From an optimization exercise on the open Yosys and OpenROAD flow, aimed at small area; shortcuts taken in it are not production practice.
Function was checked by simulation only, so behaviour that the tests miss may differ from the original.

==> garnet <==
Design fc_core, start of the top module:
module fc_core(
	input logic clk,
	input logic rst,                    
	input logic data_ready,             
	input logic signed[15:0] gyro_x,
	input logic signed[15:0] gyro_y,
	input logic[11:0] ch_throttle,      
	input logic[11:0] ch_roll,          
	input logic[11:0] ch_pitch,         
	input logic[11:0] ch_arm,           
	output logic[11:0] motor_br,        
	output logic[11:0] motor_fr,        
	output logic[11:0] motor_fl,        
	output logic[11:0] motor_bl         
);
	wire[9:0] ly = ch_throttle[9:0];
	wire[9:0] arm = ch_arm[9:0];
	logic[3:0] cnt;
	always @(posedge clk) begin
		if (rst) cnt <= 4'd0;
		else if (data_ready && !cnt[3]) cnt <= cnt + 4'd1;
	end
	wire h0_valid = cnt != 4'd0;
	wire h7_valid = cnt[3];
	logic[22:0] roll_h[0:7], pitch_h[0:7];
	logic[47:0] roll_acc, pitch_acc;
	wire[27:0] roll_d, pitch_d;        
	wire[47:0] roll_acc_next, pitch_acc_next;
	wire[12:0] r, p;
	always @(posedge clk) begin
		if (data_ready) begin
			roll_h[0] <= {roll_d[23:2], roll_d[0]};
			pitch_h[0] <= {pitch_d[23:2], pitch_d[0]};
			for (int k = 1; k < 8; k++) begin
				roll_h[k] <= roll_h[k-1];
				pitch_h[k] <= pitch_h[k-1];
			end
		end
	end
	always @(posedge clk) begin
		if (rst) begin
			roll_acc <= 48'd0;
			pitch_acc <= 48'd0;
		end else begin
			roll_acc <= roll_acc_next;
			pitch_acc <= pitch_acc_next;
		end
	end
	logic armed, prev_lt;
	always @(posedge clk) begin
		if (rst) begin
			armed <= 1'b0;
			prev_lt <= 1'b1;
		end else begin
			prev_lt <= arm < 10'd500;
			if (arm > 10'd500 && prev_lt && ly < 10'd50) armed <= 1'b1;
			if (arm < 10'd500) armed <= 1'b0;
		end
	end
	wire[9:0] roll_s = ch_roll[9:0] + 10'd524;
	wire roll_neg = roll_s[9];
	wire n1 = roll_s[0] & roll_s[1];
	wire n2 = roll_s[0] & roll_s[2];
	wire n3 = roll_s[0] & roll_s[3];
	wire n4 = roll_s[0] & roll_s[4];
	wire n5 = roll_s[0] & roll_s[5];
	wire n6 = roll_s[0] & roll_s[6];
	wire n7 = roll_s[0] & roll_s[7];
  ...
export LEC_CHECK = 0
export CAP_MARGIN = 20
export CORE_MARGIN = 2
export CORE_UTILIZATION = 40
export CTS_BUF_LIST = sky130_fd_sc_hd__clkbuf_4 sky130_fd_sc_hd__clkbuf_8
export CTS_CLUSTER_DIAMETER = 50
export CTS_CLUSTER_SIZE = 16
export GPL_TIMING_DRIVEN = 0
export SLEW_MARGIN = 20
export SYNTH_HIERARCHICAL = 1
create_clock -name core_clock -period 28.0 [get_ports {clk}]
standard.sh (not shown) runs the stock make flow with config.mk's settings and CLKGATE_MAP_FILE= SYNTH_SCRIPT=/design/flow/synth_recipe.tcl, a recipe that flattens the netlist after the stock synthesis.
==> flow/flow/run.sh <==
#!/bin/bash
# The standard layout (standard.sh: the standard synthesis and ORFS steps,
# unchanged), with two layout options passed to ORFS:
#  - port buffers are sky130_fd_sc_hd__buf_2 cells (every port still gets one);
#  - CTS inserts no dummy loads.
# Each ORFS step writes its full log under orfs/logs/; make's output goes to
# standard.log.
set -euo pipefail
bash standard.sh \
  "BUFFER_PORTS_ARGS=-buffer_cell sky130_fd_sc_hd__buf_2" \
  "CTS_ARGS=-sink_clustering_enable -repair_clock_nets -dont_use_dummy_load -sink_clustering_size 20 -sink_clustering_max_diameter 60 -buf_list {sky130_fd_sc_hd__clkbuf_8}" \
  finish > standard.log 2>&1
==> inputs of zinc, as changes to garnet <==
--- a/flow/flow/run.sh
+++ b/flow/flow/run.sh
@@ -9,4 +9,4 @@
 bash standard.sh \
   "BUFFER_PORTS_ARGS=-buffer_cell sky130_fd_sc_hd__buf_2" \
-  "CTS_ARGS=-sink_clustering_enable -repair_clock_nets -dont_use_dummy_load -sink_clustering_size 20 -sink_clustering_max_diameter 60 -buf_list {sky130_fd_sc_hd__clkbuf_8}" \
+  "CTS_ARGS=-sink_clustering_enable -repair_clock_nets -dont_use_dummy_load -sink_clustering_size 16 -sink_clustering_max_diameter 50 -buf_list {sky130_fd_sc_hd__clkbuf_4 sky130_fd_sc_hd__clkbuf_8}" \
   finish > standard.log 2>&1
--- a/flow/config.mk
+++ b/flow/config.mk
@@ -8,9 +8,10 @@
 export CAP_MARGIN = 20
 export CORE_MARGIN = 2
-export CORE_UTILIZATION = 40
+export CORE_UTILIZATION = 60
 export CTS_BUF_LIST = sky130_fd_sc_hd__clkbuf_4 sky130_fd_sc_hd__clkbuf_8
 export CTS_CLUSTER_DIAMETER = 50
 export CTS_CLUSTER_SIZE = 16
 export GPL_TIMING_DRIVEN = 0
+export PLACE_DENSITY = 0.75
 export SLEW_MARGIN = 20
 export SYNTH_HIERARCHICAL = 1
==> inputs of amber, as changes to garnet <==
--- a/flow/flow/run.sh
+++ b/flow/flow/run.sh
@@ -9,4 +9,4 @@
 bash standard.sh \
   "BUFFER_PORTS_ARGS=-buffer_cell sky130_fd_sc_hd__buf_2" \
-  "CTS_ARGS=-sink_clustering_enable -repair_clock_nets -dont_use_dummy_load -sink_clustering_size 20 -sink_clustering_max_diameter 60 -buf_list {sky130_fd_sc_hd__clkbuf_8}" \
+  "CTS_ARGS=-sink_clustering_enable -repair_clock_nets -dont_use_dummy_load -sink_clustering_size 16 -sink_clustering_max_diameter 50 -buf_list {sky130_fd_sc_hd__clkbuf_4 sky130_fd_sc_hd__clkbuf_8}" \
   finish > standard.log 2>&1
--- a/flow/config.mk
+++ b/flow/config.mk
@@ -8,9 +8,10 @@
 export CAP_MARGIN = 20
 export CORE_MARGIN = 2
-export CORE_UTILIZATION = 40
+export CORE_UTILIZATION = 50
 export CTS_BUF_LIST = sky130_fd_sc_hd__clkbuf_4 sky130_fd_sc_hd__clkbuf_8
 export CTS_CLUSTER_DIAMETER = 50
 export CTS_CLUSTER_SIZE = 16
 export GPL_TIMING_DRIVEN = 0
+export PLACE_DENSITY = 0.7
 export SLEW_MARGIN = 20
 export SYNTH_HIERARCHICAL = 1
==> inputs of pepper, as changes to garnet <==
==> flow/run.sh (new file) <==
#!/bin/bash
# synth_recipe.tcl (not shown) runs the flow's synth.tcl, then flattens the netlist and writes it again
# the make line also repeats each setting of config.mk as NAME=value (left out here)
make -C /OpenROAD-flow-scripts/flow DESIGN_CONFIG=/design/flow/config.mk WORK_HOME=/design/flow/orfs CLKGATE_MAP_FILE= SYNTH_SCRIPT=/design/flow/synth_recipe.tcl finish
removed: flow/flow/run.sh
removed: flow/standard.sh
==> run notes <==
chip height=approximately 250 um; Metal-1 WL=31800 um; Clock Skew=between 0.07 and 0.08 ns; largest net degree at the start of global routing=between 100 and 150; pre-CTS setup slack=-1.60 ns; status=timing/DRC/antenna clean; met1 GRT Util=0.350; clk tree area frac=0.0175; chip width=about 250 um; Die Footprint=61800 um^2; Net count, final=about 3800; final wirelength=70000 um; WHS=roughly 0.38 ns
# the run above: zinc

==> run notes <==
status=timing/DRC/antenna clean; Metal-1 WL=roughly 32000 um; Clock Skew=~0.065 ns; Die Footprint=around 74000 um^2; clk tree area frac=0.0163; Net count, final=3790; chip height=around 270 um; final wirelength=approximately 74000 um; core area=roughly 71000 um^2; hold depth=0; fillers=between 5000 and 6000; largest net degree at the start of global routing=around 110
# the run above: amber

==> run notes <==
chip width=between 300 and 400 um; Metal-1 WL=between 30000 and 40000 um; chip height=roughly 300 um; largest net degree at the start of global routing=between 100 and 150; clk tree area frac=0.0298; status=timing/DRC/antenna clean; Die Footprint=92200 um^2; pre-CTS setup slack=-2.62 ns; final wirelength=around 76000 um; WHS=0.411 ns; met1 GRT Util=0.236; Clock Skew=between 0.02 and 0.025 ns; Net count, final=roughly 3800
# the run above: pepper

==> run notes <==
Metal-1 WL=roughly 34000 um; final wirelength=about 75000 um; clk tree area frac=0.0134; top post-synthesis cells by count=fa_1, edfxtp_1, inv_1; Net count, final=about 3800; chip width=304 um; Die Footprint=around 92000 um^2; Clock Skew=0.0796 ns; status=timing/DRC/antenna clean; chip height=just over 300 um; largest net degree at the start of global routing=105; met1 GRT Util=0.234; pre-CTS setup slack=-2.10 ns; WHS=0.383 ns
# the run above: garnet

-- afterwards: timing with drivers on the ports --
No port has a modelled driver above. Below, the same layouts with a new extraction and two added sets of constraints. Step 1: set_driving_cell puts a clkbuf_16 on clk and a buf_2 on each other input, an assumption about the parent block. Step 2, shift: input delay + t, output delay - t, t = (earliest + latest rising clock arrival at the registers) / 2. This alone moves slack from input paths to output paths. a / b / c = ideal / step 1 / step 2; a / b = the first two.
run | shift t [ns] | setup WS [ns] | hold WS [ns] | worst setup path at the end | slew at the worst register clock pin (ns)
garnet | 0.655 | 0.491 / 0.465 / 0.465 | 0.383 / 0.383 / 0.383 | input to output | 0.12 / 0.12
zinc | 0.682 | 0.468 / 0.446 / 0.446 | 0.376 / 0.376 / 0.376 | input to output | 0.10 / 0.10
amber | 0.663 | 0.466 / 0.439 / 0.439 | 0.359 / 0.359 / 0.359 | input to output | 0.10 / 0.10
pepper | 0.709 | 0.418 / 0.381 / 0.381 | 0.411 / 0.411 / 0.411 | input to output | 0.10 / 0.10
After both steps every run listed still meets setup and hold. The setup slack of pepper, which loses most, moves by -0.037 ns with the drivers and by -0.037 ns with both steps.
